Source: an optimization exercise on an open RTL-to-GDS flow (aim: small area and a short achievable clock period). Production flows keep margins and buffers that such runs may drop.
Where RTL was checked, it was by simulation tests only, not by an equivalence proof against the original.
No functional check of the RTL was part of runs 1 to 6.
The clock cells of runs 1 to 3 and 5 to 7 come from the design's own scripts or RTL, not from TritonCTS.
No driver is modelled on the clock port, so clock power and skew are understated where the tree is cut down; a real chip needs a root buffer or a tree.
Power is estimated from default activity; no workload was simulated.

==> flow/config.mk <==
export PLATFORM = sky130hd
export DESIGN_NAME = syn_fifo
export DESIGN_NICKNAME = syn_fifo
export VERILOG_FILES = /design/flow/design.v
export SDC_FILE = /design/flow/constraint.sdc
export NUM_CORES = 8
export LEC_CHECK = 0
export CAP_MARGIN = 20
export CORE_MARGIN = 2
export CORE_UTILIZATION = 70
export SETUP_SLACK_MARGIN = 2.2
export SLEW_MARGIN = 20
export SYNTH_MEMORY_MAX_BITS = 4096
==> flow/constraint.sdc <==
create_clock -name core_clock -period 4.0 [get_ports {clk}]
set_input_delay 0.8000 -clock core_clock [delete_from_list [all_inputs] [get_ports {clk}]]
set_output_delay 0.8000 -clock core_clock [all_outputs]
set_load 0.01 [all_outputs]
==> flow/design.v <==
module ram_dp_ar_aw (
  input             clk,
  input      [15:0] wlo,        
  input      [15:0] whi,        
  input       [7:0] wdata,
  input      [63:0] row_sel,    
  output reg [127:0] col_q      
);
reg [7:0] mem [0:255];
genvar wi;
generate
  for (wi = 0; wi < 256; wi = wi + 1) begin : wr_g
    always @(posedge clk)
      if (whi[wi/16] && wlo[wi%16])
        mem[wi] <= wdata;
  end
endgenerate
integer r, c;
function integer grp(input integer col);
  grp = (col == 0) ? 0 : (col <= 5) ? 1 : (col <= 10) ? 2 : 3;
endfunction
reg [127:0] col_d;
always @(*) begin
  col_d = 128'd0;
  for (c = 0; c < 16; c = c + 1)
    for (r = 0; r < 16; r = r + 1)
      col_d[8*c +: 8] = col_d[8*c +: 8] |
        (mem[16*r+c] & {8{row_sel[16*grp(c) + r]}});
end
always @(posedge clk)
  col_q <= col_d;
endmodule
module syn_fifo (
  input        clk,
  input        rst,
  input        wr_cs,
  input        rd_cs,
  input  [7:0] data_in,
  input        rd_en,
  input        wr_en,
  output [7:0] data_out,
  output       empty,
  output       full
);
wire wr = wr_cs & wr_en;
wire rd = rd_cs & rd_en;
reg        wr_q;
reg  [7:0] din_q, din_qq;
reg  [15:1] wr_lo_h;           
reg         wr_lo0_n;          
reg  [15:1] wr_hi_h;           
reg         wr_hi0_n;
wire [15:0] wr_lo = {wr_lo_h, ~wr_lo0_n};
wire [15:0] wr_hi = {wr_hi_h, ~wr_hi0_n};
always @(posedge clk or posedge rst)
  if (rst)
    wr_q <= 1'b0;
  else
    wr_q <= wr;
always @(posedge clk) begin
  din_q  <= data_in;
  din_qq <= din_q;
end
always @(posedge clk or posedge rst)
  if (rst) begin
    wr_lo_h  <= 15'd0;
    wr_lo0_n <= 1'b0;
    wr_hi_h  <= 15'd0;
    wr_hi0_n <= 1'b0;
  end else if (wr_q) begin
    wr_lo_h  <= wr_lo[14:0];
    wr_lo0_n <= ~wr_lo[15];
    if (wr_lo[15]) begin
      wr_hi_h  <= wr_hi[14:0];
      wr_hi0_n <= ~wr_hi[15];
    end
  end
wire [15:0] wr_lo_nx = wr_q ? {wr_lo[14:0], wr_lo[15]} : wr_lo;
reg  [15:0] wr_en_lo;
always @(posedge clk or posedge rst)
  if (rst)
    wr_en_lo <= 16'd0;
  else
    wr_en_lo <= wr ? wr_lo_nx : 16'd0;
reg  [15:1] rd_col_h;
reg         rd_col0_n;
wire [15:0] rd_col = {rd_col_h, ~rd_col0_n};
wire [15:0] rd_col_nx = rd ? {rd_col[14:0], rd_col[15]} : rd_col;
always @(posedge clk or posedge rst)
  if (rst) begin
    rd_col_h  <= 15'd0;
    rd_col0_n <= 1'b0;
  end else begin
    rd_col_h  <= rd_col_nx[15:1];
    rd_col0_n <= ~rd_col_nx[0];
  end
localparam [15:0] GHI = {4'd15, 4'd10, 4'd5, 4'd0};    
reg  [15:1] rd_rows_h [0:3];
reg  [3:0]  rd_rows0_n;
wire [63:0] rd_rows;
genvar gg;
generate
  for (gg = 0; gg < 4; gg = gg + 1) begin : ring_g
    wire [15:0] cur = {rd_rows_h[gg], ~rd_rows0_n[gg]};
    assign rd_rows[16*gg +: 16] = cur;
    always @(posedge clk or posedge rst)
      if (rst) begin
        rd_rows_h[gg]  <= 15'd0;
        rd_rows0_n[gg] <= 1'b0;
      end else if (rd && rd_col[GHI[4*gg +: 4]]) begin
        rd_rows_h[gg]  <= cur[14:0];
        rd_rows0_n[gg] <= ~cur[15];
      end
  end
endgenerate
reg  [15:1] cnt_lo_h, cnt_hi_h;
reg         cnt_lo0_n, cnt_hi0_n;
wire [15:0] cnt_lo = {cnt_lo_h, ~cnt_lo0_n};
wire [15:0] cnt_hi = {cnt_hi_h, ~cnt_hi0_n};
reg        not_empty, is1, is2, is254, is255;
reg        empty_r, full_r;      
reg        byp1, byp2;     
wire       inc = wr & ~rd;
wire       dec = rd & ~wr;
wire       cnt_is3   = cnt_hi[0]  & cnt_lo[3];
wire       cnt_is253 = cnt_hi[15] & cnt_lo[13];
wire [15:0] cnt_lo_nx = inc ? {cnt_lo[14:0], cnt_lo[15]} :
                        dec ? {cnt_lo[0], cnt_lo[15:1]} : cnt_lo;
wire [15:0] cnt_hi_nx = (inc & cnt_lo[15]) ? {cnt_hi[14:0], cnt_hi[15]} :
                        (dec & cnt_lo[0])  ? {cnt_hi[0], cnt_hi[15:1]} : cnt_hi;
always @(posedge clk or posedge rst)
  if (rst) begin
    cnt_lo_h  <= 15'd0;
    cnt_lo0_n <= 1'b0;
    cnt_hi_h  <= 15'd0;
    cnt_hi0_n <= 1'b0;
  end else begin
    cnt_lo_h  <= cnt_lo_nx[15:1];
    cnt_lo0_n <= ~cnt_lo_nx[0];
    cnt_hi_h  <= cnt_hi_nx[15:1];
    cnt_hi0_n <= ~cnt_hi_nx[0];
  end
always @(posedge clk or posedge rst)
  if (rst) begin
    not_empty  <= 1'b0;
    is1        <= 1'b0;
    is2        <= 1'b0;
    is254      <= 1'b0;
    is255      <= 1'b0;
  end else if (dec) begin
    not_empty  <= ~is1;
    is1        <= is2;
    is2        <= cnt_is3;
    is254      <= is255;
    is255      <= 1'b0;
  end else if (inc) begin
    not_empty  <= 1'b1;
    is1        <= ~not_empty;
    is2        <= is1;
    is254      <= cnt_is253;
    is255      <= is254;
  end
always @(posedge clk)
  if (rst) begin
    empty_r    <= 1'b1;
    full_r     <= 1'b0;
  end else if (dec) begin
    empty_r    <= is1;
    full_r     <= 1'b0;
  end else if (inc) begin
    empty_r    <= 1'b0;
    full_r     <= is254;
  end
wire byp1_nx = wr   & (rd ? is1 : ~not_empty);
wire byp2_nx = wr_q & (rd ? is2 : is1);
always @(posedge clk or posedge rst)
  if (rst) begin
    byp1 <= 1'b0;
    byp2 <= 1'b0;
  end else begin
    byp1 <= byp1_nx;
    byp2 <= byp2_nx;
  end
assign empty = empty_r;
assign full  = full_r;
reg  [15:1] col_sel_h;
reg         col_sel0_n;
wire [15:0] col_sel = {col_sel_h, ~col_sel0_n};
wire [15:0] col_sel_nx = rd_col_nx & {16{~(byp1_nx | byp2_nx)}};
always @(posedge clk or posedge rst)
  if (rst) begin
    col_sel_h  <= 15'd0;
    col_sel0_n <= 1'b0;
  end else begin
    col_sel_h  <= col_sel_nx[15:1];
    col_sel0_n <= ~col_sel_nx[0];
  end
wire [127:0] col_q;
reg  [7:0]  head;
integer c;
always @(*) begin
  head = (din_q & {8{byp1}}) | (din_qq & {8{byp2}});
  for (c = 0; c < 16; c = c + 1)
    head = head | (col_q[8*c +: 8] & {8{col_sel[c]}});
end
reg [7:0] data_out_r, data_keep_n;
always @(posedge clk)
  if (rst) begin
    data_out_r  <= 8'd0;
    data_keep_n <= 8'hff;
  end else begin
    data_out_r  <= rd ? head : ~data_keep_n;
    data_keep_n <= rd ? ~head : data_keep_n;
  end
assign data_out = data_out_r;
ram_dp_ar_aw DP_RAM (
  .clk      (clk),
  .wlo      (wr_en_lo),
  .whi      (wr_hi),
  .wdata    (din_q),
  .row_sel  (rd_rows),
  .col_q    (col_q)
);
endmodule
==> flow/flow/run.sh <==
#!/bin/bash
# Own flow: the standard layout, except that
#  - the clock tree is built by flow/mcts.tcl (a shallow tree of clock
#    buffers over flip-flop clusters found by recursive bisection) instead
#    of TritonCTS,
#  - the port buffers are buf_4 (buffer_ports otherwise picks a delay
#    buffer, which is slow on the input and output paths), and
#  - sky130_fd_sc_hd__a222oi_1, which comes in one weak size only, is added
#    to the platform's don't-use list, so that synthesis does not put it on
#    paths that the resizer then cannot speed up.
# Every tool's output goes to the ORFS logs under orfs/logs; this script's
# own output goes to run.log.
set -euo pipefail
cd "$(dirname "$0")/.."
exec > >(tee run.log) 2>&1
DU="sky130_fd_sc_hd__probe_p_8 sky130_fd_sc_hd__probec_p_8 sky130_fd_sc_hd__lpflow_bleeder_1 sky130_fd_sc_hd__lpflow_clkbufkapwr_1 sky130_fd_sc_hd__lpflow_clkbufkapwr_16 sky130_fd_sc_hd__lpflow_clkbufkapwr_2 sky130_fd_sc_hd__lpflow_clkbufkapwr_4 sky130_fd_sc_hd__lpflow_clkbufkapwr_8 sky130_fd_sc_hd__lpflow_clkinvkapwr_1 sky130_fd_sc_hd__lpflow_clkinvkapwr_16 sky130_fd_sc_hd__lpflow_clkinvkapwr_2 sky130_fd_sc_hd__lpflow_clkinvkapwr_4 sky130_fd_sc_hd__lpflow_clkinvkapwr_8 sky130_fd_sc_hd__lpflow_decapkapwr_12 sky130_fd_sc_hd__lpflow_decapkapwr_3 sky130_fd_sc_hd__lpflow_decapkapwr_4 sky130_fd_sc_hd__lpflow_decapkapwr_6 sky130_fd_sc_hd__lpflow_decapkapwr_8 sky130_fd_sc_hd__lpflow_inputiso0n_1 sky130_fd_sc_hd__lpflow_inputiso0p_1 sky130_fd_sc_hd__lpflow_inputiso1n_1 sky130_fd_sc_hd__lpflow_inputiso1p_1 sky130_fd_sc_hd__lpflow_inputisolatch_1 sky130_fd_sc_hd__lpflow_isobufsrc_1 sky130_fd_sc_hd__lpflow_isobufsrc_16 sky130_fd_sc_hd__lpflow_isobufsrc_2 sky130_fd_sc_hd__lpflow_isobufsrc_4 sky130_fd_sc_hd__lpflow_isobufsrc_8 sky130_fd_sc_hd__lpflow_isobufsrckapwr_16 sky130_fd_sc_hd__lpflow_lsbuf_lh_hl_isowell_tap_1 sky130_fd_sc_hd__lpflow_lsbuf_lh_hl_isowell_tap_2 sky130_fd_sc_hd__lpflow_lsbuf_lh_hl_isowell_tap_4 sky130_fd_sc_hd__lpflow_lsbuf_lh_isowell_4 sky130_fd_sc_hd__lpflow_lsbuf_lh_isowell_tap_1 sky130_fd_sc_hd__lpflow_lsbuf_lh_isowell_tap_2 sky130_fd_sc_hd__lpflow_lsbuf_lh_isowell_tap_4 sky130_fd_sc_hd__a222oi_1"
bash standard.sh DONT_USE_CELLS="$DU" PRE_CTS_TCL="$PWD/flow/cts_hook.tcl" \
  BUFFER_PORTS_ARGS="-buffer_cell sky130_fd_sc_hd__buf_4" finish
==> flow/flow/cts_hook.tcl <==
# PRE_CTS_TCL hook: move the output port buffers next to the flip-flops
# that drive them (flow/obuf.tcl), build the clock tree by hand
# (flow/mcts.tcl) in place of
# TritonCTS, then let the rest of ORFS's CTS step (legalisation, timing
# repair) run as usual.
source [file join [file dirname [info script]] mcts.tcl]
source [file join [file dirname [info script]] obuf.tcl]
obuf_move
set mcts_levels {{96 sky130_fd_sc_hd__clkbuf_16} {16 sky130_fd_sc_hd__clkbuf_16} {4 sky130_fd_sc_hd__clkbuf_16}}
if {[info exists ::env(MCTS_LEVELS)]} { set mcts_levels $::env(MCTS_LEVELS) }
mcts_build2 $mcts_levels
rename clock_tree_synthesis tritoncts_unused
proc clock_tree_synthesis {args} {
  puts "clock tree built by flow/mcts.tcl"
  set_propagated_clock [all_clocks]
}
==> flow/flow/mcts.tcl <==
proc mcts_split {items n} {
  # items: list of {obj x y}; return n groups of near equal size
  if {$n <= 1} { return [list $items] }
  set xs {}; set ys {}
  foreach it $items { lappend xs [lindex $it 1]; lappend ys [lindex $it 2] }
  set xs [lsort -integer $xs]; set ys [lsort -integer $ys]
  set dx [expr {[lindex $xs end]-[lindex $xs 0]}]
  set dy [expr {[lindex $ys end]-[lindex $ys 0]}]
  set k [expr {$dx >= $dy ? 1 : 2}]
  set s [lsort -integer -index $k $items]
  set n1 [expr {$n/2}]
  set h [expr {int(round(double([llength $s])*$n1/$n))}]
  set a [lrange $s 0 [expr {$h-1}]]; set b [lrange $s $h end]
  return [concat [mcts_split $a $n1] [mcts_split $b [expr {$n-$n1}]]]
}
proc mcts_build2 {levels} {
  # levels: list of {ngroups master} from the leaves up
  set block [ord::get_db_block]
  set db [ord::get_db]
  set clknet [$block findNet clk]
  set items {}
  foreach it [$clknet getITerms] {
    set l [[$it getInst] getLocation]
    lappend items [list $it [lindex $l 0] [lindex $l 1]]
  }
  set lvl 0
  foreach lv $levels {
    lassign $lv ng bn
    set buf [$db findMaster $bn]
    set next {}
    set gi 0
    foreach grp [mcts_split $items $ng] {
      set sx 0; set sy 0
      foreach item $grp { set sx [expr {$sx+[lindex $item 1]}]; set sy [expr {$sy+[lindex $item 2]}] }
      set n [llength $grp]
      set cx [expr {int($sx/$n)}]; set cy [expr {int($sy/$n)}]
      set bi [odb::dbInst_create $block $buf "ctsbuf_L${lvl}_${gi}"]
      $bi setLocation $cx $cy
      $bi setPlacementStatus PLACED
      set net [odb::dbNet_create $block "clknet_L${lvl}_${gi}"]
      $net setSigType CLOCK
      foreach item $grp { set it [lindex $item 0]; $it disconnect; $it connect $net }
      [$bi findITerm X] connect $net
      lappend next [list [$bi findITerm A] $cx $cy]
      incr gi
    }
    puts "mcts: level $lvl: [llength $next] x $bn for [llength $items] loads"
    set items $next
    incr lvl
  }
  foreach item $items { [lindex $item 0] connect $clknet }
}

# Leaf buffers (level 0) whose flip-flops see a clock slew above lim (ns,
# placement estimate) are swapped for master big.
proc mcts_fix_leaves {lim big} {
  set block [ord::get_db_block]
  set bigm [[ord::get_db] findMaster $big]
  set_propagated_clock [all_clocks]
  estimate_parasitics -placement
  set n 0
  foreach inst [$block getInsts] {
    if {![string match ctsbuf_L0_* [$inst getName]]} { continue }
    set net [[$inst findITerm X] getNet]
    set worst 0
    foreach it [$net getITerms] {
      if {[$it isOutputSignal]} { continue }
      set pin [get_pins [$it getName]]
      set s [get_property $pin slew_max]
      if {$s > $worst} { set worst $s }
    }
    if {$worst > $lim && [[$inst getMaster] getName] ne $big} {
      $inst swapMaster $bigm
      incr n
    }
  }
  puts "mcts: $n leaf buffers swapped for $big"
}
==> flow/flow/obuf.tcl <==
# Move each output port's buffer next to the flip-flop that drives it, so
# that the flip-flop sees a short wire and the buffer drives the long one
# to the pin. The buffer stays; detailed placement legalises it afterwards.
proc obuf_move {} {
  set block [ord::get_db_block]
  set n 0
  foreach bt [$block getBTerms] {
    if {[$bt getIoType] ne "OUTPUT"} { continue }
    set net [$bt getNet]
    foreach it [$net getITerms] {
      if {![$it isOutputSignal]} { continue }
      set buf [$it getInst]
      set in [lindex [lmap x [$buf getITerms] {expr {[$x isInputSignal] ? $x : [continue]}}] 0]
      set inet [$in getNet]
      foreach d [$inet getITerms] {
        if {![$d isOutputSignal]} { continue }
        set ff [$d getInst]
        lassign [$ff getLocation] x y
        set w [[$ff getMaster] getWidth]
        $buf setLocation [expr {$x + $w}] $y
        $buf setPlacementStatus PLACED
        incr n
      }
    }
  }
  puts "obuf_move: moved $n output buffers"
}
==> flow/standard.sh <==
#!/bin/bash
# synth_recipe.tcl (not shown) runs the flow's synth.tcl, then flattens the netlist and writes it again
# the make line also repeats each setting of config.mk as NAME=value (left out here)
make -C /OpenROAD-flow-scripts/flow DESIGN_CONFIG=/design/flow/config.mk WORK_HOME=/design/flow/orfs CLKGATE_MAP_FILE= SYNTH_SCRIPT=/design/flow/synth_recipe.tcl "${@:-finish}"
==> results.cfg, run 1 <==
[global_route]
grt_pass1_vias = 44600
grt_pass1_wl_mm = 327
grt_use_met2_pct = 56.4
antenna_found_initial = 16
grt_util_met3_pct = 6.27
grt_remaining_overflow = 0
grtUsageTotal_pct = 36.3
grt.busiest_layer = met2
grt_max_degree = 144
grt_use_met1_pct = 53.8

[routing]
detail_route.first_pass.iterations = 6
viasPerCell = 7.30
antenna_left = 0
drt-initial-drc-count = 7718
routed_wl_mm = 231
wl_per_cell_um = 35.7
via_count = 47200
drc = 0

[yosys]
avgSynthCellArea_um2 = 17.8
synth_nets = 4863
synthCells = 4847
synth.cell_area_mm2 = 0.0863
ys_ff_latch = 2394
postSynth.asyncResetShare_pct = 7.69
synth-main-ff-cell = edfxtp_1
yosysSeqAreaShare_pct = 80.4
synth.yosys.warnings = 4
synth_cell_types = 45
synth_edf_count = 2048

[setup_path]
ff2ff_path_depth = 4
max_stage_delay_ns = 0.51
crit_chain = buf_8, a22o_1, a221oi_1, nand4_1
path_max_fanout = 38
cp-end-kind = flop
cpMaxStageDelayCell = dfrtp_1
critPathLaunchType = flop
crit_arrival_ns = 2.22
worst_ep_required_time_ns = 4.34
critPathKind = reg2reg

[floorplanning]
start_util_pct = 70.7
ioPinCount = 24
die_w_um = 355
row_count = 128
core_mm2 = 0.122
die_height_um = 355
die-area_mm2 = 0.126

[final_layout]
nNetsFinal = 4857
drive_above_1_share_pct = 13.9
syn_to_final_growth_pct = 7.36
fillers = 6928

[outcome]
status = timing/DRC/antenna clean

[worst_hold_path]
whs_path_depth = 1
hp-class = in2reg

[cts]
path_clk_slew_ns = 0.09
clkLatencyLatePin_ns = 0.55
postCtsHoldBufs = 0

[power]
vdd_drop_max_uv = 556
total_power_w = 0.0450
p_leak_nw = 30.5
powerDensity_mw_per_mm2 = 486

[placed_design]
gp_congestion = 0.904
port_buffers = 23
hpwl_mm = 139

[flow_run]
cap_violations = 0

[sta]
period_share_pct = 47.1
timing_hold_violations_final = 0
finalSetupTns_ns = 0
fmax_mhz = 531
final_max_slew_viol_count = 0
worstMarginPinSlew_ns = 0.869
rsz0062_at_grt = true
setup-violations-final = 0
fin_skew_ns = 0.0221
slew_headroom_pct = 42.0
timing.final.crit_period_ns = 1.88
-- synth_stat cells (10+ instances only) --
cell	instances	area [µm²]
edfxtp_1	2048	61500
a221oi_1	513	4490
a22o_1	396	3470
and2_1	256	1600
nand2_1	222	833
dfrtp_1	184	4600
o21ai_0	169	846
dfxtp_1	162	3240
clkbuf_1	160	601
nand4_1	143	895
inv_1	135	507
buf_2	115	576
a22oi_1	57	428
mux2_2	49	552
a21oi_1	46	230
buf_6	42	473
mux2_4	34	510
mux2i_1	17	170
nor2b_1	17	106
clkbuf_2	10	50.1
nor2_1	10	37.5
-- registers in the layout (all words and copies together), names as in the netlist, 4 cells and up, named ones only --
register,cells
data_keep_n,8
wr_en_lo,16
DP_RAM.mem,2048
DP_RAM.col_q,128
rd_col_h,15
din_q,8
col_sel_h,15
cnt_lo_h,15
wr_lo_h,15
cnt_hi_h,15
data_out_r,8
rd_rows0_n,4
din_qq,8
wr_hi_h,15
rd_rows_h,60
-- logic make-up (layout without fill, tap and decap cells) --
kind of cell / count (synthesis) / count (layout) / share of synthesized area (%)
adders and majority gates: 2 / 2 / 0.0290
DFF: 2394 / 2394 / 80.4
and+or+nand+nor: 663 / 665 / 4.14
muxes: 103 / 103 / 1.47
buffers and inverters: 472 / 462 / 2.65
AOI/OAI and AO/OA: 1213 / 1213 / 11.3
other: 0 / 10 / 0
-- cells in the final DEF, fill, tap and decap left out, types with 5 or more instances in the layout --
master	instances
a21oi_1	46
a221oi_1	438
a221oi_2	79
a22o_1	395
a22oi_1	48
a22oi_2	9
and2_1	192
and2_2	63
buf_12	32
buf_4	133
buf_6	35
buf_8	5
clkbuf_16	116
dfrtp_1	128
dfrtp_2	25
dfrtp_4	31
dfxtp_1	144
dfxtp_2	10
dfxtp_4	8
diode_2	10
edfxtp_1	2048
inv_1	134
mux2_2	49
mux2_4	34
mux2i_1	17
nand2_1	222
nand4_1	143
nor2_1	10
nor2b_2	15
o21a_1	7
o21ai_0	169
o21ai_1	7
-- path summary, 6_finish.rpt --
kind | from | slack (ns) | endpoint
worst max register to register | rd_rows_h[2][6] | 2.12 | DP_RAM.col_q[56]
worst max-delay path | rd_rows_h[2][6] | 2.12 | DP_RAM.col_q[56]
max in group asynchronous | rst | 2.67 | rd_rows_h[3][7]
worst min register to register | data_keep_n[5] | 0.48 | data_out_r[5]
min in group asynchronous | rst | 0.48 | col_sel_h[1]
worst min-delay path | data_in[3] | 0.35 | din_q[3]
-- power by group --
part | switching [W] | leakage [nW] | internal [W] | total (W)
sequential | 0.00108 | 22.2 | 0.0279 | 0.0290
combinational | 0.00242 | 6.85 | 0.00128 | 0.00371
clock | 0.00711 | 1.43 | 0.00524 | 0.0123
total | 0.0106 | 30.5 | 0.0344 | 0.0450
-- critical path: cells and delay by family (launching register included) --
kind / cells / cell delay [ns]
buffers and inverters: 1 / 0.27
and+or+nand+nor: 1 / 0.31
DFF: 1 / 0.51
AOI/OAI and AO/OA: 2 / 0.52
-- per-layer routing --
layer	wire, µm	part of all wire [%]
met2	109000	47
met1	86600	37
met3	26600	11
met5	27	0.012
met4	8750	3.8
-- layout make-up --
| cell class | instances | area [µm²] | share of cell area, % |
|---|---|---|---|
| tap | 1625 | 2030 | 2.20 |
| timing repair buffer | 209 | 2220 | 2.40 |
| antenna | 10 | 25.0 | 0.0270 |
| sequential | 2394 | 69500 | 75.1 |
| inverter | 137 | 528 | 0.570 |
| multi-input combinational | 1983 | 15400 | 16.6 |
| buffer | 116 | 2900 | 3.13 |
-- per-stage QoR --
| step | utilization (%) | hold slack (ns) | area, µm² | std cells | worst slack (ns) |
|---|---|---|---|---|---|
| floorplan | - | 0.423 | 86300 | 4847 | 0.669 |
| global placement | 72.0 | 0.444 | 87900 | 6282 | 0.993 |
| detailed placement | 72.0 | 0.452 | 87900 | 6282 | 0.990 |
| CTS | 75.4 | 0.338 | 92000 | 6447 | 2.17 |
| global route | 75.9 | 0.335 | 92600 | 6467 | 2.14 |
| finish | 75.9 | 0.350 | 92600 | 6474 | 2.12 |
-- what timing repair did --
| item | CTS | global route |
|---|---|---|
| endpoints found under the setup margin | 2301 | 524 |
| cloned | 2 | 0 |
| pin swaps | 14 | 15 |
| setup buffers | 47 | 17 |
| resized for setup | 231 | 76 |
==> inputs of run 2 (changes only) <==
--- a/flow/design.v
+++ b/flow/design.v
@@ -53,5 +53,5 @@
 wire [15:0] wr_lo = {wr_lo_h, ~wr_lo0_n};
 wire [15:0] wr_hi = {wr_hi_h, ~wr_hi0_n};
-always @(posedge clk or posedge rst)
+always @(posedge clk)
   if (rst)
     wr_q <= 1'b0;
@@ -62,5 +62,5 @@
   din_qq <= din_q;
 end
-always @(posedge clk or posedge rst)
+always @(posedge clk)
   if (rst) begin
     wr_lo_h  <= 15'd0;
@@ -78,5 +78,5 @@
 wire [15:0] wr_lo_nx = wr_q ? {wr_lo[14:0], wr_lo[15]} : wr_lo;
 reg  [15:0] wr_en_lo;
-always @(posedge clk or posedge rst)
+always @(posedge clk)
   if (rst)
     wr_en_lo <= 16'd0;
@@ -87,5 +87,5 @@
 wire [15:0] rd_col = {rd_col_h, ~rd_col0_n};
 wire [15:0] rd_col_nx = rd ? {rd_col[14:0], rd_col[15]} : rd_col;
-always @(posedge clk or posedge rst)
+always @(posedge clk)
   if (rst) begin
     rd_col_h  <= 15'd0;
@@ -104,5 +104,5 @@
     wire [15:0] cur = {rd_rows_h[gg], ~rd_rows0_n[gg]};
     assign rd_rows[16*gg +: 16] = cur;
-    always @(posedge clk or posedge rst)
+    always @(posedge clk)
       if (rst) begin
         rd_rows_h[gg]  <= 15'd0;
@@ -129,5 +129,5 @@
 wire [15:0] cnt_hi_nx = (inc & cnt_lo[15]) ? {cnt_hi[14:0], cnt_hi[15]} :
                         (dec & cnt_lo[0])  ? {cnt_hi[0], cnt_hi[15:1]} : cnt_hi;
-always @(posedge clk or posedge rst)
+always @(posedge clk)
   if (rst) begin
     cnt_lo_h  <= 15'd0;
@@ -141,5 +141,5 @@
     cnt_hi0_n <= ~cnt_hi_nx[0];
   end
-always @(posedge clk or posedge rst)
+always @(posedge clk)
   if (rst) begin
     not_empty  <= 1'b0;
@@ -174,5 +174,5 @@
 wire byp1_nx = wr   & (rd ? is1 : ~not_empty);
 wire byp2_nx = wr_q & (rd ? is2 : is1);
-always @(posedge clk or posedge rst)
+always @(posedge clk)
   if (rst) begin
     byp1 <= 1'b0;
@@ -188,5 +188,5 @@
 wire [15:0] col_sel = {col_sel_h, ~col_sel0_n};
 wire [15:0] col_sel_nx = rd_col_nx & {16{~(byp1_nx | byp2_nx)}};
-always @(posedge clk or posedge rst)
+always @(posedge clk)
   if (rst) begin
     col_sel_h  <= 15'd0;
==> results.cfg, run 2 <==
[outcome]
status = timing/DRC/antenna clean

[final_layout]
drive_above_1_share_pct = 8.79
reg.largest.list = DP_RAM.mem: 2048 flops, DP_RAM.col_q: 128 flops, rd_rows_h: 60 flops
fillers = 7158
final_common_cell = edfxtp_1
final_cell_mix = edfxtp_1 (2048), a221oi_1 (457), a22o_1 (403)
largest_reg_flops = 2048
syn_to_final_growth_pct = 6.62
nNetsFinal = 4956
postLayoutCoreUtil_pct = 74.9
regMostFlops = DP_RAM.mem

[setup_path]
r2r_start = rd_rows_h[3][8]
cp-end-kind = flop
worst_ep_required_time_ns = 4.30
ff2ff_path_depth = 3
critPathLaunchType = flop
path_max_fanout = 28
cpMaxStageDelayCell = dfxtp_2
crit_arrival_ns = 2.19
regToRegSetupSlack_ns = 2.11
crit_chain = buf_4, a221oi_1, nand4_1
max_stage_delay_ns = 0.62
critPathKind = reg2reg
r2r_end = DP_RAM.col_q[126]

[global_route]
grt_remaining_overflow = 0
antenna_found_initial = 22
grtUsageTotal_pct = 36.8
grt_max_degree = 157
grt_pass1_vias = 44900
grt_pass1_wl_mm = 329

[routing]
via_count = 48200
routed_wl_mm = 234
drt-initial-drc-count = 7820
drc = 0
antenna_left = 0
wl_per_cell_um = 35.6
viasPerCell = 7.33
detail_route.first_pass.iterations = 6

[yosys]
yosysTopAreaCell = edfxtp_1
synth_xor_area_share_pct = 0
muxShareOfSynthArea_pct = 0.345
synth-main-ff-cell = edfxtp_1
yosysMostFrequentCell = edfxtp_1
yosys.area_share.simple_pct = 5.22
synth.cell_area_mm2 = 0.0853
synth_compound_area_share_pct = 11.8
synth_edf_count = 2048
yosysSeqAreaShare_pct = 80.2
synthCells = 5060
synth_cell_types = 44
avgSynthCellArea_um2 = 16.9
postSynth.asyncResetShare_pct = 0
ys_top_cells_by_count = edfxtp_1 (2048), a221oi_1 (524), a22o_1 (404)
synth_top_family_by_area = compound AO/OA/AOI/OAI gates
ys_ff_latch = 2393
synth.area.top_cells = edfxtp_1 (72%), dfxtp_1 (8.1%), a221oi_1 (5.4%)
synth.yosys.warnings = 4
synth_nets = 5076
synthAdderAreaFrac_pct = 0.0293
yosysTopAreaCellShare_pct = 72.1

[floorplanning]
core_mm2 = 0.121
start_util_pct = 70.2
die_height_um = 353
die-area_mm2 = 0.125
die_w_um = 353
row_count = 128
ioPinCount = 24

[worst_hold_path]
worstHoldStart = data_in[7]
worstHoldEndpoint = din_q[7]
whs_path_depth = 1
hp-class = in2reg

[power]
p_leak_nw = 28.4
vdd_drop_max_uv = 499
powerDensity_mw_per_mm2 = 441

[placed_design]
hpwl_mm = 137
gp_congestion = 0.932
port_buffers = 23

[cts]
path_clk_slew_ns = 0.10
clkLatencyLatePin_ns = 0.56

[sta]
timing_hold_violations_final = 0
period_share_pct = 47.3
worstMarginPinSlew_ns = 0.981
fin_skew_ns = 0.0226
rsz0062_at_grt = true
final_max_slew_viol_count = 0
slew_headroom_pct = 34.6
setup-violations-final = 0
timing.final.crit_period_ns = 1.89
fmax_mhz = 529
finalSetupTns_ns = 0

[flow_run]
cap_violations = 0
## run 2: changes by cell type after synthesis, sizes merged, moves of 58 or more
cell / previous run / this run
dfrtp: 184 / 0
dfxtp: 162 / 345
nand2: 228 / 319
a21oi: 46 / 135
mux2: 86 / 0
clkbuf: 170 / 255
nor2: 10 / 83
buf: 165 / 107
## run 2: layer usage
| layer | vias to the layer above | GRT usage [%] | routed length [µm] |
|---|---|---|---|
| met3 | 448 | 7.60 | 30000 |
| li1 | 19800 | - | - |
| met2 | 3320 | 56.1 | 108000 |
| met1 | 24600 | 54.3 | 87000 |
| met4 | 14 | 12.3 | 8880 |
| met5 | - | 0 | 101 |
## run 2: power breakdown
part / switching, W / total, W / internal, W
Clock: 0.00713 / 0.0124 / 0.00524
Sequential: 0.000111 / 0.0271 / 0.0270
Combinational: 0.000489 / 0.000619 / 0.000131
Total: 0.00773 / 0.0401 / 0.0324
## run 2: per-stage QoR
step                      setup slack (ns)  total power (W)  instance area, µm²  hold slack, ns  std cells
after detailed placement              1.20           0.0283               86800           0.445       6427
after floorplan                       1.94           0.0280               85400           0.421       5060
after CTS                             2.06           0.0400               90400           0.341       6552
after global placement                1.26           0.0283               86800           0.440       6427
final                                 2.11           0.0401               90900           0.352       6571
after global routing                  2.11           0.0408               90900           0.334       6564
## run 2: worst max-delay path: cells and delay by family, from the launching register on
| family | cells | cell delay (ns) |
|---|---|---|
| compound gates | 1 | 0.28 |
| buf+inv | 1 | 0.34 |
| flops | 1 | 0.62 |
| simple gates | 1 | 0.36 |
## run 2: logic make-up after synthesis
logic type | count (synthesis)
AND/OR/NAND/NOR | 865
flip-flops | 2393
buffers and inverters | 496
AO/OA/AOI/OAI | 1275
multiplexers | 29
adder cells (fa/ha/maj) | 2
## run 2: layout make-up
| cell class | instances | area (µm²) | area share (%) |
|---|---|---|---|
| Inverter | 134 | 513 | 0.564 |
| Timing Repair Buffer | 124 | 1390 | 1.53 |
| Sequential cell | 2393 | 68700 | 75.5 |
| Multi-Input combinational cell | 2171 | 15400 | 16.9 |
| Tap cell | 1625 | 2030 | 2.24 |
| Antenna cell | 8 | 20.0 | 0.0220 |
| Buffer | 116 | 2900 | 3.19 |
## run 2: worst max path at each step
stage | slack [ns] | startpoint | endpoint | cells after the start
2_1_floorplan | 1.94 | rd_en | empty_r | 9
3_3_place_gp | 1.26 | rd_en | flop | 7
3_5_place_dp | 1.20 | rd_en | cnt_hi_h[6] | 7
4_1_cts | 2.06 | rd_rows_h[3][11] | DP_RAM.col_q[126] | 4
5_1_grt | 2.11 | rd_rows_h[3][15] | DP_RAM.col_q[126] | 5
6_report | 2.11 | rd_rows_h[3][8] | DP_RAM.col_q[126] | 3
## run 2: what timing repair did
action,in CTS,in global routing
hold buffers,0,0
endpoints found under the hold margin,0,0
resized for setup,151,54
buffers inserted,9,11
endpoints found under the setup margin,2526,558
pin swaps,9,12
==> inputs of run 3 (changes only) <==
--- a/flow/config.mk
+++ b/flow/config.mk
@@ -10,4 +10,4 @@
 export CORE_UTILIZATION = 70
 export SETUP_SLACK_MARGIN = 2.2
-export SLEW_MARGIN = 20
+export SLEW_MARGIN = 75
 export SYNTH_MEMORY_MAX_BITS = 4096
==> results.cfg, run 3 <==
[outcome]
status = timing/DRC/antenna clean

[setup_path]
cpMaxStageDelayCell = dfxtp_2
r2r_start = rd_rows_h[2][15]
critPathKind = reg2reg
critPathLaunchType = flop
path_max_fanout = 36
r2r_end = DP_RAM.col_q[85]
regToRegSetupSlack_ns = 2.14
crit_chain = buf_12, a22o_1, a221oi_1, clkdlybuf4s15_1, nand4_1
ff2ff_path_depth = 5
crit_arrival_ns = 2.17
worst_ep_required_time_ns = 4.32
max_stage_delay_ns = 0.38
cp-end-kind = flop

[floorplanning]
die_w_um = 353
core_mm2 = 0.121
ioPinCount = 24
start_util_pct = 70.2
die-area_mm2 = 0.125
row_count = 128
die_height_um = 353

[cts]
clkLatencyLatePin_ns = 0.55
postCtsHoldBufs = 0
path_clk_slew_ns = 0.10

[routing]
via_count = 50100
routed_wl_mm = 239
viasPerCell = 7.28
detail_route.first_pass.iterations = 6
antenna_left = 0
drt-initial-drc-count = 8176
drc = 0
wl_per_cell_um = 34.7

[global_route]
grt_max_degree = 84
grt_remaining_overflow = 0
grtUsageTotal_pct = 37.6
grt_pass1_vias = 46600
antenna_found_initial = 18
grt_pass1_wl_mm = 338

[sta]
worstMarginPinSlew_ns = 0.422
setup_ws_ns = 2.14
fin_skew_ns = 0.0310
timing.final.crit_period_ns = 1.86
slew_headroom_pct = 71.9
period_share_pct = 46.4
timing_hold_violations_final = 0
fmax_mhz = 538
finalSetupTns_ns = 0
setup-violations-final = 0
rsz0062_at_grt = true
final_max_slew_viol_count = 0

[yosys]
ys_top_cells_by_count = edfxtp_1 (2048), a221oi_1 (524), a22o_1 (404)
synthCells = 5060
yosysMostFrequentCell = edfxtp_1
synth_xor_area_share_pct = 0
muxShareOfSynthArea_pct = 0.345
synth_cell_types = 44
yosysTopAreaCellShare_pct = 72.1
synth.cell_area_mm2 = 0.0853
synth_nets = 5076
synth_edf_count = 2048
synth.area.top_cells = edfxtp_1 (72%), dfxtp_1 (8.1%), a221oi_1 (5.4%)
yosysSeqAreaShare_pct = 80.2
synthAdderAreaFrac_pct = 0.0293
synth.yosys.warnings = 4
synth_compound_area_share_pct = 11.8
postSynth.asyncResetShare_pct = 0
avgSynthCellArea_um2 = 16.9
yosys.area_share.simple_pct = 5.22
ys_ff_latch = 2393
yosysTopAreaCell = edfxtp_1
synth_top_family_by_area = compound AO/OA/AOI/OAI gates
synth-main-ff-cell = edfxtp_1

[final_layout]
postLayoutCoreUtil_pct = 79.1
final_cell_count_no_fill = 6874
reg.largest.list = DP_RAM.mem: 2048 flops, DP_RAM.col_q: 128 flops, rd_rows_h: 60 flops
largest_reg_flops = 2048
nNetsFinal = 5262
syn_to_final_growth_pct = 12.6
fillers = 6525
regMostFlops = DP_RAM.mem
final_common_cell = edfxtp_1
final_cell_mix = edfxtp_1 (2048), a221oi_1 (408), a22o_1 (401)
drive_above_1_share_pct = 19.2

[power]
vdd_drop_max_uv = 552
powerDensity_mw_per_mm2 = 419
p_leak_nw = 30.8
total_power_w = 0.0403

[placed_design]
hpwl_mm = 154
gp_congestion = 0.932
place_inst = 6643
port_buffers = 23
pre_cts_slack_ns = 1.43

[worst_hold_path]
worstHoldEndpoint = din_q[7]
worstHoldStart = data_in[7]
hp-class = in2reg
whs_path_depth = 1

[flow_run]
cap_violations = 0
==> run 3: cell counts after synthesis <==
Identical to the previous run, type by type.
==> run 3: worst max-delay path by stage <==
stage                           from          endpoint  slack [ns]  cells past startpoint
finish              rd_rows_h[2][15]  DP_RAM.col_q[85]        2.14                      5
global placement               rd_en              flop        1.26                      7
floorplan                      rd_en           empty_r        1.94                      9
global route           data_out_r[7]       data_out[7]        2.15                      1
CTS                         din_q[4]     data_out_r[4]        2.15                      8
detailed placement             wr_cs              flop        1.43                      8
==> run 3: cell families after synthesis <==
group / Yosys count
flip-flops: 2393
AO/OA/AOI/OAI: 1275
AND/OR/NAND/NOR: 865
buffers and inverters: 496
multiplexers: 29
adder cells (fa/ha/maj): 2
==> run 3: worst max-delay path, delay by kind of cell, from the launching register on <==
kind,cells,cell delay [ns]
flip-flops,1,0.38
buffers and inverters,2,0.47
AND/OR/NAND/NOR,1,0.31
AO/OA/AOI/OAI,2,0.45
==> run 3: metrics by stage <==
stage | hold WS (ns) | cell area [µm²]
after detailed placement | 0.460 | 91400
after CTS | 0.331 | 95000
after global routing | 0.329 | 96000
after global placement | 0.440 | 86800
after floorplan | 0.421 | 85400
final | 0.342 | 96000
==> run 3: power breakdown <==
| part | internal (W) | total [W] | switching (W) |
|---|---|---|---|
| combinational | 0.000265 | 0.000843 | 0.000578 |
| clock | 0.00524 | 0.0124 | 0.00712 |
| sequential | 0.0270 | 0.0271 | 0.0000618 |
==> run 3: final cells by class <==
type	count	area, µm²	share of cell area, %
diodes	5	12.5	0.0130
multi-input cells	2173	16300	17.0
plain buffers	116	2900	3.02
repair buffers	428	5450	5.68
flip-flops and latches	2393	68800	71.6
inverters	134	518	0.540
well taps	1625	2030	2.12
==> run 3: routing by layer <==
metal	global-route usage, %	up-vias	wire length [µm]
li1	-	20500	-
met1	56.6	25300	88300
met2	57.2	3796	110000
met3	6.37	522	30500
met4	12.9	10	10000
met5	0	-	93
==> run 3: timing repair <==
item                                    in CTS  in global routing
cloned                                       1                  6
pin swaps                                   13                 15
setup buffers                               43                 22
gates resized for setup                    134                 69
endpoints found under the setup margin      84                127
==> inputs of run 4 (changes only) <==
--- a/flow/config.mk
+++ b/flow/config.mk
@@ -10,4 +10,4 @@
 export CORE_UTILIZATION = 70
 export SETUP_SLACK_MARGIN = 2.2
-export SLEW_MARGIN = 75
+export SLEW_MARGIN = 88
 export SYNTH_MEMORY_MAX_BITS = 4096
==> results.cfg, run 4 <==
[yosys]
synth-main-ff-cell = edfxtp_1
ys_top_cells_by_count = edfxtp_1 (2048), a221oi_1 (524), a22o_1 (404)
synth.cell_area_mm2 = 0.0853
yosysSeqAreaShare_pct = 80.2
yosysMostFrequentCell = edfxtp_1
yosysTopAreaCell = edfxtp_1
ys_ff_latch = 2393
synth.area.top_cells = edfxtp_1 (72%), dfxtp_1 (8.1%), a221oi_1 (5.4%)
synth_nets = 5076
avgSynthCellArea_um2 = 16.9
synth_cell_types = 44
synth.yosys.warnings = 4
synthCells = 5060
postSynth.asyncResetShare_pct = 0
synth_edf_count = 2048
yosysTopAreaCellShare_pct = 72.1

[cts]
postCtsHoldBufs = 0
post_cts_buffers = 257
cts.repair.resized = 1267

[floorplanning]
die_height_um = 353
start_util_pct = 70.2
die_w_um = 353
row_count = 128
ioPinCount = 24

[placed_design]
hpwl_mm = 199
gp_congestion = 0.932
place_inst = 7591
pre_cts_slack_ns = -0.224
port_buffers = 23

[outcome]
stop_stage = 4_1_cts
error_message = [ERROR DPL-0033] detailed placement checks failed during check placement.
status = stopped before the end
run 4: cell counts after synthesis:
No cell type changed its count.
run 4: worst min-delay path by stage:
stage | startpoint | to | slack (ns) | depth (start not counted)
after floorplan | wr_lo0_n | wr_lo_h[1] | 0.42 | 1
after global placement | rd_rows_h[2][10] | rd_rows_h[2][10] | 0.44 | 2
after detailed placement | data_keep_n[6] | data_keep_n[6] | 0.47 | 2
run 4: power by group through the flow:
stage / logic (W) / clock network, W / registers, W
2_1_floorplan: 0.000188 / 0 / 0.0278
3_3_place_gp: 0.000534 / 0 / 0.0277
3_5_place_dp: 0.00103 / 0 / 0.0276
run 4: logic make-up after synthesis:
| logic type | Yosys count | share of synthesized area, % |
|---|---|---|
| flops | 2393 | 80.2 |
| compound gates | 1275 | 11.8 |
| fa+ha+maj | 2 | 0.0293 |
| buf+inv | 496 | 2.38 |
| mux | 29 | 0.345 |
| simple gates | 865 | 5.22 |
run 4: through the flow:
stage	hold WS (ns)	cell area [µm²]	utilization (%)
detailed placement	0.467	108000	88.8
global placement	0.440	86800	71.5
floorplan	0.421	85400	-
==> inputs of run 5 (changes only) <==
--- a/flow/design.v
+++ b/flow/design.v
@@ -1,8 +1,8 @@
 module ram_dp_ar_aw (
   input             clk,
-  input      [15:0] wlo,        
-  input      [15:0] whi,        
+  input      [15:0] wlo_n,      
+  input      [15:0] whi_n,      
   input       [7:0] wdata,
-  input      [63:0] row_sel,    
+  input     [127:0] row_sel,    
   output reg [127:0] col_q      
 );
@@ -12,5 +12,5 @@
   for (wi = 0; wi < 256; wi = wi + 1) begin : wr_g
     always @(posedge clk)
-      if (whi[wi/16] && wlo[wi%16])
+      if (!whi_n[wi/16] && !wlo_n[wi%16])
         mem[wi] <= wdata;
   end
@@ -18,5 +18,5 @@
 integer r, c;
 function integer grp(input integer col);
-  grp = (col == 0) ? 0 : (col <= 5) ? 1 : (col <= 10) ? 2 : 3;
+  grp = (col == 0) ? 0 : (col >= 13) ? 7 : (col + 1) / 2;
 endfunction
 reg [127:0] col_d;
@@ -49,8 +49,6 @@
 reg  [15:1] wr_lo_h;           
 reg         wr_lo0_n;          
-reg  [15:1] wr_hi_h;           
-reg         wr_hi0_n;
+reg  [15:0] wr_hi_n;           
 wire [15:0] wr_lo = {wr_lo_h, ~wr_lo0_n};
-wire [15:0] wr_hi = {wr_hi_h, ~wr_hi0_n};
 always @(posedge clk)
   if (rst)
@@ -66,21 +64,18 @@
     wr_lo_h  <= 15'd0;
     wr_lo0_n <= 1'b0;
-    wr_hi_h  <= 15'd0;
-    wr_hi0_n <= 1'b0;
+    wr_hi_n  <= 16'hfffe;
   end else if (wr_q) begin
     wr_lo_h  <= wr_lo[14:0];
     wr_lo0_n <= ~wr_lo[15];
-    if (wr_lo[15]) begin
-      wr_hi_h  <= wr_hi[14:0];
-      wr_hi0_n <= ~wr_hi[15];
-    end
+    if (wr_lo[15])
+      wr_hi_n  <= {wr_hi_n[14:0], wr_hi_n[15]};
   end
 wire [15:0] wr_lo_nx = wr_q ? {wr_lo[14:0], wr_lo[15]} : wr_lo;
-reg  [15:0] wr_en_lo;
+reg  [15:0] wr_en_lo_n;
 always @(posedge clk)
   if (rst)
-    wr_en_lo <= 16'd0;
+    wr_en_lo_n <= 16'hffff;
   else
-    wr_en_lo <= wr ? wr_lo_nx : 16'd0;
+    wr_en_lo_n <= wr ? ~wr_lo_nx : 16'hffff;
 reg  [15:1] rd_col_h;
 reg         rd_col0_n;
@@ -95,11 +90,12 @@
     rd_col0_n <= ~rd_col_nx[0];
   end
-localparam [15:0] GHI = {4'd15, 4'd10, 4'd5, 4'd0};    
-reg  [15:1] rd_rows_h [0:3];
-reg  [3:0]  rd_rows0_n;
-wire [63:0] rd_rows;
+localparam NG = 8;                                      
+localparam [4*NG-1:0] GHI = {4'd15, 4'd12, 4'd10, 4'd8, 4'd6, 4'd4, 4'd2, 4'd0};
+reg  [15:1] rd_rows_h [0:NG-1];
+reg  [NG-1:0] rd_rows0_n;
+wire [16*NG-1:0] rd_rows;
 genvar gg;
 generate
-  for (gg = 0; gg < 4; gg = gg + 1) begin : ring_g
+  for (gg = 0; gg < NG; gg = gg + 1) begin : ring_g
     wire [15:0] cur = {rd_rows_h[gg], ~rd_rows0_n[gg]};
     assign rd_rows[16*gg +: 16] = cur;
@@ -216,6 +212,6 @@
 ram_dp_ar_aw DP_RAM (
   .clk      (clk),
-  .wlo      (wr_en_lo),
-  .whi      (wr_hi),
+  .wlo_n    (wr_en_lo_n),
+  .whi_n    (wr_hi_n),
   .wdata    (din_q),
   .row_sel  (rd_rows),
--- a/flow/config.mk
+++ b/flow/config.mk
@@ -9,5 +9,5 @@
 export CORE_MARGIN = 2
 export CORE_UTILIZATION = 70
-export SETUP_SLACK_MARGIN = 2.2
-export SLEW_MARGIN = 88
+export SETUP_SLACK_MARGIN = 2.25
+export SLEW_MARGIN = 20
 export SYNTH_MEMORY_MAX_BITS = 4096
==> results.cfg, run 5 <==
[sta]
timing_hold_violations_final = 0
period_share_pct = 49.1
worstMarginPinSlew_ns = 1.03
slew_headroom_pct = 31.5
finalSetupTns_ns = 0
final_max_slew_viol_count = 0
setup_ws_ns = 2.04
rsz0062_at_grt = true
timing.final.crit_period_ns = 1.96
setup-violations-final = 0
fmax_mhz = 509
fin_skew_ns = 0.0191

[yosys]
yosysSeqAreaShare_pct = 80.1
avgSynthCellArea_um2 = 16.2
postSynth.asyncResetShare_pct = 0
yosysTopAreaCell = edfxtp_1
yosysTopAreaCellShare_pct = 70.7
synth.cell_area_mm2 = 0.0870
synth.area.top_cells = edfxtp_1 (71%), dfxtp_1 (9.4%), a221oi_1 (5.2%)
ys_top_cells_by_count = edfxtp_1 (2048), a221oi_1 (518), nand2_1 (423)
synth_nets = 5372
synth-main-ff-cell = edfxtp_1
yosysMostFrequentCell = edfxtp_1
ys_ff_latch = 2457
synth.yosys.warnings = 4
synth_cell_types = 48
synth_edf_count = 2048
synthCells = 5356

[final_layout]
final_common_cell = edfxtp_1
nNetsFinal = 5207
syn_to_final_growth_pct = 6.59
largest_reg_flops = 2048
final_cell_mix = edfxtp_1 (2048), a221oi_1 (459), nand2_1 (420)
final_cell_count_no_fill = 6830
regMostFlops = DP_RAM.mem
drive_above_1_share_pct = 11.9
reg.largest.list = DP_RAM.mem: 2048 flops, DP_RAM.col_q: 128 flops, rd_rows_h: 120 flops

[placed_design]
port_buffers = 23
pre_cts_slack_ns = 1.04
hpwl_mm = 143
place_inst = 6690
gp_congestion = 0.940

[setup_path]
cpMaxStageDelayCell = nor2_1
crit_arrival_ns = 2.14
critPathLaunchType = flop
crit_family = simple AND/OR/NAND/NOR gates
worst_ep_required_time_ns = 4.18
ff2ff_path_depth = 2
path_max_fanout = 12
max_stage_delay_ns = 0.76
cp-end-kind = flop
path_depth = 2
critPathKind = reg2reg
crit_chain = buf_4, nor2_1
critPathBufInv = 1

[cts]
clkLatencyLatePin_ns = 0.56
postCtsHoldBufs = 0
path_clk_slew_ns = 0.09

[routing]
antenna_left = 0
drc = 0
detail_route.first_pass.iterations = 6
via_count = 49800
drt-initial-drc-count = 8456
wl_per_cell_um = 34.4
routed_wl_mm = 235
viasPerCell = 7.29

[floorplanning]
start_util_pct = 70.4
row_count = 129
die_height_um = 357
ioPinCount = 24
die-area_mm2 = 0.127
die_w_um = 357
core_mm2 = 0.123

[power]
combPwrFrac_pct = 1.6
p_seq_share_pct = 67.8
p_sw_w = 0.00794
switching_share_pct = 19.4
total_power_w = 0.0410
power.internal_w = 0.0331
vdd_drop_max_uv = 544
p_leak_nw = 28.5
clock_power_share_pct = 30.6
powerDensity_mw_per_mm2 = 442

[global_route]
grt_remaining_overflow = 0
grt_pass1_vias = 46000
grt_pass1_wl_mm = 332
grt_max_degree = 141
grtUsageTotal_pct = 36.4
antenna_found_initial = 11

[outcome]
status = timing/DRC/antenna clean

[flow_run]
cap_violations = 0

[worst_hold_path]
hp-class = in2reg
whs_path_depth = 1
-- run 5: changes by cell type after synthesis, moves of 19 or more --
cell | before | now
nand2_1 | 318 | 423
nor2_1 | 82 | 347
buf_1 | 6 | 48
and3_1 | 7 | 26
and2_1 | 243 | 1
dfxtp_1 | 345 | 409
a21oi_1 | 135 | 182
-- run 5: logic make-up (layout without fill, tap and decap cells) --
family,after synthesis,count (layout),share of synthesized area [%]
buffers and inverters,544,375,2.58
adder cells (fa/ha/maj),2,2,0.0288
AND/OR/NAND/NOR,988,990,4.96
flip-flops,2457,2457,80.1
other,0,4,0
multiplexers,25,25,0.288
AO/OA/AOI/OAI,1340,1340,12.0
-- run 5: through the flow --
stage | area, µm² | util [%] | hold slack [ns]
floorplan | 87200 | - | 0.426
global placement | 88300 | 71.5 | 0.438
CTS | 92200 | 74.7 | 0.328
global route | 92700 | 75.1 | 0.332
finish | 92700 | 75.1 | 0.341
detailed placement | 88300 | 71.5 | 0.446
-- run 5: cell type report --
| class | count | area (µm²) |
|---|---|---|
| diodes | 4 | 10.0 |
| inverters | 134 | 513 |
| well taps | 1637 | 2050 |
| fillers | 7340 | 30800 |
| repair buffers | 125 | 1300 |
| multi-input cells | 2357 | 16000 |
| plain buffers | 116 | 2900 |
| flip-flops and latches | 2457 | 69900 |
-- run 5: worst register-to-register path, stage by stage (launching register included) --
cell and delay, ns:
dfxtp_2 0.44, buf_4 0.36, nor2_1 0.79
-- run 5: metal layers --
layer	vias up	track usage (%)	part of all wire [%]
met3	406	7.24	13
met2	3469	55.0	46
met1	25300	55.6	38
met5	-	0	0.031
li1	20700	-	-
met4	12	9.35	3.2
-- run 5: power groups by stage --
| stage | clock network (W) | registers [W] | logic [W] |
|---|---|---|---|
| after floorplan | 0 | 0.0285 | 0.000201 |
| after global placement | 0 | 0.0284 | 0.000573 |
| after detailed placement | 0 | 0.0284 | 0.000591 |
| after CTS | 0.0125 | 0.0278 | 0.000634 |
| after global routing | 0.0133 | 0.0278 | 0.000704 |
| final | 0.0125 | 0.0278 | 0.000671 |
-- run 5: final timing paths --
| path | startpoint | endpoint | slack, ns |
|---|---|---|---|
| setup reg to reg | wr_hi_n[15] | DP_RAM.mem[244][4] | 2.04 |
| hold reg to reg | data_keep_n[2] | data_keep_n[2] | 0.48 |
| setup / recovery | wr_hi_n[15] | DP_RAM.mem[244][4] | 2.04 |
| hold / removal | data_in[3] | din_q[3] | 0.34 |
-- run 5: repair_timing --
item,4_1_cts,5_1_grt
endpoints found under the setup margin,2320,1058
pin swaps,13,9
buffers inserted,10,8
resized for setup,286,114
cloned,0,2
==> inputs of run 6 (changes only) <==
--- a/flow/config.mk
+++ b/flow/config.mk
@@ -6,4 +6,5 @@
 export NUM_CORES = 8
 export LEC_CHECK = 0
+export ABC_CLOCK_PERIOD_IN_PS = 2000
 export CAP_MARGIN = 20
 export CORE_MARGIN = 2
==> results.cfg, run 6 <==
[outcome]
status = timing/DRC/antenna clean

[power]
powerDensity_mw_per_mm2 = 442
vdd_drop_max_uv = 544
p_leak_nw = 28.5

[setup_path]
cp-end-kind = flop
critPathKind = reg2reg
cpMaxStageDelayCell = nor2_1
ff2ff_path_depth = 2
worst_ep_required_time_ns = 4.18
crit_arrival_ns = 2.14
path_max_fanout = 12
crit_chain = buf_4, nor2_1
max_stage_delay_ns = 0.76
critPathLaunchType = flop

[routing]
routed_wl_mm = 235
via_count = 49800
antenna_left = 0
viasPerCell = 7.29
wl_per_cell_um = 34.4
drt-initial-drc-count = 8456
detail_route.first_pass.iterations = 6
drc = 0

[sta]
period_share_pct = 49.1
hold_ws_ns = 0.341
timing.final.crit_period_ns = 1.96
finalSetupTns_ns = 0
final_max_slew_viol_count = 0
worstMarginPinSlew_ns = 1.03
timing_hold_violations_final = 0
fin_skew_ns = 0.0191
fmax_mhz = 509
setup-violations-final = 0
slew_headroom_pct = 31.5
rsz0062_at_grt = true

[global_route]
grt_pass1_vias = 46000
grt_max_degree = 141
antenna_found_initial = 11
grt_pass1_wl_mm = 332
grt_remaining_overflow = 0
grtUsageTotal_pct = 36.4

[final_layout]
syn_to_final_growth_pct = 6.59
largest_reg_flops = 2048
reg.largest.list = DP_RAM.mem: 2048 flops, DP_RAM.col_q: 128 flops, rd_rows_h: 120 flops
nNetsFinal = 5207
regMostFlops = DP_RAM.mem
final_common_cell = edfxtp_1
postLayoutCoreUtil_pct = 75.1
final_cell_mix = edfxtp_1 (2048), a221oi_1 (459), nand2_1 (420)
drive_above_1_share_pct = 11.9

[floorplanning]
ioPinCount = 24
die-area_mm2 = 0.127
die_w_um = 357
die_height_um = 357
core_mm2 = 0.123
start_util_pct = 70.4
row_count = 129

[worst_hold_path]
hp-class = in2reg
whs_path_depth = 1

[yosys]
yosysTopAreaCellShare_pct = 70.7
yosysSeqAreaShare_pct = 80.1
synth_nets = 5372
synth.cell_area_mm2 = 0.0870
yosysTopAreaCell = edfxtp_1
ys_top_cells_by_count = edfxtp_1 (2048), a221oi_1 (518), nand2_1 (423)
postSynth.asyncResetShare_pct = 0
synth-main-ff-cell = edfxtp_1
synth.area.top_cells = edfxtp_1 (71%), dfxtp_1 (9.4%), a221oi_1 (5.2%)
synth_cell_types = 48
avgSynthCellArea_um2 = 16.2
synthCells = 5356
yosysMostFrequentCell = edfxtp_1
ys_ff_latch = 2457
synth_edf_count = 2048
synth.yosys.warnings = 4

[placed_design]
hpwl_mm = 143
port_buffers = 23
gp_congestion = 0.940

[cts]
postCtsHoldBufs = 0
path_clk_slew_ns = 0.09
clkLatencyLatePin_ns = 0.56

[flow_run]
cap_violations = 0
[run 6: where the power goes]
part / switching, W / total [W] / internal, W
Sequential: 0.000103 / 0.0278 / 0.0277
Combinational: 0.000531 / 0.000671 / 0.000141
Clock: 0.00730 / 0.0125 / 0.00525
Total: 0.00794 / 0.0410 / 0.0331
[run 6: cells by family after synthesis]
logic type / synth area share [%]
AND/OR/NAND/NOR: 4.96
flip-flops: 80.1
adder cells (fa/ha/maj): 0.0288
AO/OA/AOI/OAI: 12.0
multiplexers: 0.288
buffers and inverters: 2.58
[run 6: final cells by class]
cell class | count | area, µm²
antenna | 4 | 10.0
buffer | 116 | 2900
fill | 7340 | 30800
inverter | 134 | 513
multi-input combinational | 2357 | 16000
sequential | 2457 | 69900
tap | 1637 | 2050
timing repair buffer | 125 | 1300
[run 6: final timing paths]
check                  from  slack, ns                  to
max reg2reg     wr_hi_n[15]       2.04  DP_RAM.mem[244][4]
max             wr_hi_n[15]       2.04  DP_RAM.mem[244][4]
min reg2reg  data_keep_n[2]       0.48      data_keep_n[2]
min              data_in[3]       0.34            din_q[3]
[run 6: worst max-delay path: cells and delay by family, from the launching register on]
family	cells	cell delay, ns
simple gates	1	0.76
flops	1	0.44
buf+inv	1	0.36
[run 6: metal layers]
metal | wire (µm) | part of all wire, % | track usage [%] | vias up
met5 | 72 | 0.031 | 0 | -
met4 | 7550 | 3.2 | 9.35 | 12
li1 | - | - | - | 20700
met2 | 107000 | 46 | 55.0 | 3469
met1 | 89400 | 38 | 55.6 | 25300
met3 | 30600 | 13 | 7.24 | 406
[run 6: repair_timing]
action | in CTS | in global routing
pin swaps | 13 | 9
setup buffers | 10 | 8
gates cloned | 0 | 2
endpoints found under the setup margin | 2320 | 1058
gates resized for setup | 286 | 114
[run 6: per-stage QoR]
stage / setup slack, ns / total power (W) / cell area, µm² / std cells
floorplan: 1.99 / 0.0287 / 87200 / 5356
global placement: 1.03 / 0.0290 / 88300 / 6690
detailed placement: 1.04 / 0.0290 / 88300 / 6690
CTS: 2.03 / 0.0409 / 92200 / 6816
global route: 2.02 / 0.0418 / 92700 / 6826
finish: 2.04 / 0.0410 / 92700 / 6830
==> inputs of run 7 (changes only) <==
--- a/flow/design.v
+++ b/flow/design.v
@@ -4,5 +4,5 @@
   input      [15:0] whi_n,      
   input       [7:0] wdata,
-  input     [127:0] row_sel,    
+  input      [95:0] row_sel,    
   output reg [127:0] col_q      
 );
@@ -18,5 +18,5 @@
 integer r, c;
 function integer grp(input integer col);
-  grp = (col == 0) ? 0 : (col >= 13) ? 7 : (col + 1) / 2;
+  grp = (col == 0) ? 0 : (col + 2) / 3;
 endfunction
 reg [127:0] col_d;
@@ -90,6 +90,6 @@
     rd_col0_n <= ~rd_col_nx[0];
   end
-localparam NG = 8;                                      
-localparam [4*NG-1:0] GHI = {4'd15, 4'd12, 4'd10, 4'd8, 4'd6, 4'd4, 4'd2, 4'd0};
+localparam NG = 6;                                      
+localparam [4*NG-1:0] GHI = {4'd15, 4'd12, 4'd9, 4'd6, 4'd3, 4'd0};  
 reg  [15:1] rd_rows_h [0:NG-1];
 reg  [NG-1:0] rd_rows0_n;
@@ -110,8 +110,5 @@
   end
 endgenerate
-reg  [15:1] cnt_lo_h, cnt_hi_h;
-reg         cnt_lo0_n, cnt_hi0_n;
-wire [15:0] cnt_lo = {cnt_lo_h, ~cnt_lo0_n};
-wire [15:0] cnt_hi = {cnt_hi_h, ~cnt_hi0_n};
+reg  [15:0] cnt_lo, cnt_hi;
 reg        not_empty, is1, is2, is254, is255;
 reg        empty_r, full_r;      
@@ -127,13 +124,9 @@
 always @(posedge clk)
   if (rst) begin
-    cnt_lo_h  <= 15'd0;
-    cnt_lo0_n <= 1'b0;
-    cnt_hi_h  <= 15'd0;
-    cnt_hi0_n <= 1'b0;
-  end else begin
-    cnt_lo_h  <= cnt_lo_nx[15:1];
-    cnt_lo0_n <= ~cnt_lo_nx[0];
-    cnt_hi_h  <= cnt_hi_nx[15:1];
-    cnt_hi0_n <= ~cnt_hi_nx[0];
+    cnt_lo <= 16'd1;
+    cnt_hi <= 16'd1;
+  end else begin
+    cnt_lo <= cnt_lo_nx;
+    cnt_hi <= cnt_hi_nx;
   end
 always @(posedge clk)
--- a/flow/config.mk
+++ b/flow/config.mk
@@ -6,5 +6,4 @@
 export NUM_CORES = 8
 export LEC_CHECK = 0
-export ABC_CLOCK_PERIOD_IN_PS = 2000
 export CAP_MARGIN = 20
 export CORE_MARGIN = 2
==> results.cfg, run 7 <==
[setup_path]
worst_ep_required_time_ns = 3.20
path_max_fanout = 1
cp-end-kind = output port
crit_arrival_ns = 1.04
regToRegSetupSlack_ns = 2.18
critPathLaunchType = flop
r2r_start = wr_en_lo_n[1]
r2r_end = DP_RAM.mem[81][5]
critPathBufInv = 1
cpMaxStageDelayCell = dfxtp_2
crit_chain = buf_6
critPathKind = reg2out
crit_family = flip-flops
ff2ff_path_depth = 1
max_stage_delay_ns = 0.35

[yosys]
synth.cell_area_mm2 = 0.0858
synthCells = 5197
synth_compound_area_share_pct = 11.9
yosysTopAreaCellShare_pct = 71.7
synth_edf_count = 2048
postSynth.asyncResetShare_pct = 0
synth_xor_area_share_pct = 0
synth_cell_types = 41
synth.yosys.warnings = 4
synth-main-ff-cell = edfxtp_1
yosysMostFrequentCell = edfxtp_1
yosys.area_share.simple_pct = 4.62
ys_top_cells_by_count = edfxtp_1 (2048), a221oi_1 (518), a22o_1 (395)
yosysSeqAreaShare_pct = 80.5
synthAdderAreaFrac_pct = 0.0292
ys_ff_latch = 2425
synth_top_family_by_area = compound AO/OA/AOI/OAI gates
synth_nets = 5213
yosysTopAreaCell = edfxtp_1
avgSynthCellArea_um2 = 16.5
muxShareOfSynthArea_pct = 0.502
synth.area.top_cells = edfxtp_1 (72%), dfxtp_1 (8.8%), a221oi_1 (5.3%)

[routing]
wl_per_cell_um = 34.3
drt-initial-drc-count = 8494
viasPerCell = 7.27
routed_wl_mm = 229
antenna_left = 0
via_count = 48700
detail_route.first_pass.iterations = 6
drc = 0

[sta]
fmax_mhz = 545
timing_hold_violations_final = 0
setup-violations-final = 0
final_max_slew_viol_count = 0
fin_skew_ns = 0.0254
hold_ws_ns = 0.350
timing.final.crit_period_ns = 1.84
rsz0062_at_grt = true
worstMarginPinSlew_ns = 1.05
finalSetupTns_ns = 0
slew_headroom_pct = 29.6
period_share_pct = 45.9

[power]
powerDensity_mw_per_mm2 = 443
p_leak_nw = 28.3
vdd_drop_max_uv = 535
total_power_w = 0.0406

[final_layout]
fillers = 7121
drive_above_1_share_pct = 12.0
syn_to_final_growth_pct = 6.94
design_area_mm2 = 0.0917
regMostFlops = DP_RAM.mem
reg.largest.list = DP_RAM.mem: 2048 flops, DP_RAM.col_q: 128 flops, rd_rows_h: 90 flops
regArea_mm2 = 0.0692
multi_input_area_mm2 = 0.0155
n_antenna_cell = 0
final_common_cell = edfxtp_1
nNetsFinal = 5089
largest_reg_flops = 2048
final_cell_mix = edfxtp_1 (2048), a221oi_1 (465), a22o_1 (395)

[global_route]
antenna_found_initial = 4
grt_pass1_wl_mm = 327
grt_remaining_overflow = 0
grt_pass1_vias = 45400
grt_max_degree = 141
grtUsageTotal_pct = 36.0

[placed_design]
port_buffers = 23
gp_congestion = 0.884
hpwl_mm = 137
placedInstanceArea_mm2 = 0.0875

[worst_hold_path]
worstHoldStart = data_in[4]
hp-class = in2reg
worstHoldEndpoint = din_q[4]
whs_path_depth = 1

[floorplanning]
row_count = 128
die_height_um = 354
core_mm2 = 0.122
die_w_um = 354
die-area_mm2 = 0.125
start_util_pct = 70.5
ioPinCount = 24

[cts]
postCtsHoldBufs = 0
clkLatencyLatePin_ns = 0.55
path_clk_slew_ns = 0.10

[outcome]
status = timing/DRC/antenna clean

[flow_run]
cap_violations = 0
-- run 7: changes by cell type after synthesis, moves of 6 or more --
cell,previous run,this run
nand2_1,423,337
a21oi_1,182,136
clkbuf_1,249,293
buf_1,48,12
dfxtp_1,409,377
mux2i_1,25,43
buf_2,97,83
nand3b_1,16,2
nand3_1,9,22
nor2_1,347,356
buf_6,7,1
-- run 7: per-layer routing --
metal	vias up	routed length, µm	GRT usage [%]
li1	20200	-	-
met1	24700	86200	53.8
met2	3269	107000	55.9
met3	436	27100	5.89
met4	2	8650	10.7
met5	-	7	0
-- run 7: worst max path at each step --
| stage | depth (start not counted) | slack [ns] | to | start |
|---|---|---|---|---|
| after floorplan | 10 | 2.05 | cnt_lo[10] | wr_cs |
| after global placement | 8 | 1.15 | cnt_hi[0] | rd_cs |
| after detailed placement | 8 | 1.11 | cnt_hi[0] | rd_cs |
| after CTS | 2 | 2.02 | DP_RAM.mem[67][6] | wr_hi_n[4] |
| after global routing | 1 | 2.13 | DP_RAM.mem[163][1] | wr_en_lo_n[3] |
| final | 1 | 2.16 | data_out[4] | data_out_r[4] |
-- run 7: cell families after synthesis --
group,after synthesis
buffers and inverters,531
AO/OA/AOI/OAI,1288
AND/OR/NAND/NOR,908
multiplexers,43
flip-flops,2425
adder cells (fa/ha/maj),2
-- run 7: metrics by stage --
step                      instances  worst slack (ns)  util [%]
after floorplan                5197              2.05         -
after global placement         6564              1.15      71.9
after detailed placement       6564              1.11      71.9
after CTS                      6690              2.02      74.9
after global routing           6696              2.13      75.4
final                          6696              2.16      75.4
-- run 7: final cells by class --
class / count / share of cell area, %
Sequential cell: 2425 / 75.5
Inverter: 133 / 0.563
Multi-Input combinational cell: 2242 / 16.9
Timing Repair Buffer: 155 / 1.64
Buffer: 116 / 3.16
Tap cell: 1625 / 2.22
-- run 7: where the power goes --
part	total, W	internal [W]	switching (W)	leakage, nW
Combinational	0.000683	0.000153	0.000530	5.34
Sequential	0.0275	0.0274	0.000114	21.5
Clock	0.0125	0.00524	0.00722	1.43
-- run 7: what timing repair did --
action / in CTS / in global routing
buffers inserted: 10 / 5
gates resized for setup: 224 / 136
pin swaps: 11 / 13
gates cloned: 0 / 1
endpoints found under the setup margin: 2053 / 1108

==> what the ideal ports hide <==
The results above use ideal ports. As a check the final layouts listed here were re-extracted and re-timed, cells and wires unchanged.
Step 1 (the two cells are an assumption about what drives the block):
set clk [get_ports {clk}]
set_driving_cell -lib_cell sky130_fd_sc_hd__clkbuf_16 $clk
set_driving_cell -lib_cell sky130_fd_sc_hd__buf_2 [delete_from_list [all_inputs] $clk]
Step 2 moves the port delays by t, midway between the first and last clock arrival at a register: inputs arrive t later, outputs are due t later. That takes back most of the time a late clock gives input paths.
Three values: no drivers, after step 1, after step 2; two values: the first two.
run	t, ns	slack for setup (ns)	worst setup path after step 2	clock arrival spread, ns
run 1	0.723	2.116 / 1.979 / 1.687	input to register	0.025 / 0.026
run 2	0.714	2.108 / 1.992 / 1.591	input to register	0.024 / 0.025
run 3	0.708	2.143 / 1.996 / 1.656	input to register	0.041 / 0.041
run 5	0.728	2.037 / 1.982 / 1.601	input to register	0.025 / 0.025
run 6	0.728	2.037 / 1.982 / 1.601	input to register	0.025 / 0.025
run 7	0.728	2.164 / 1.980 / 1.655	input to register	0.033 / 0.033
After both steps setup and hold are still met in every run listed. The setup slack of run 2, which loses most, moves by -0.116 ns with the drivers and by -0.517 ns with both steps.
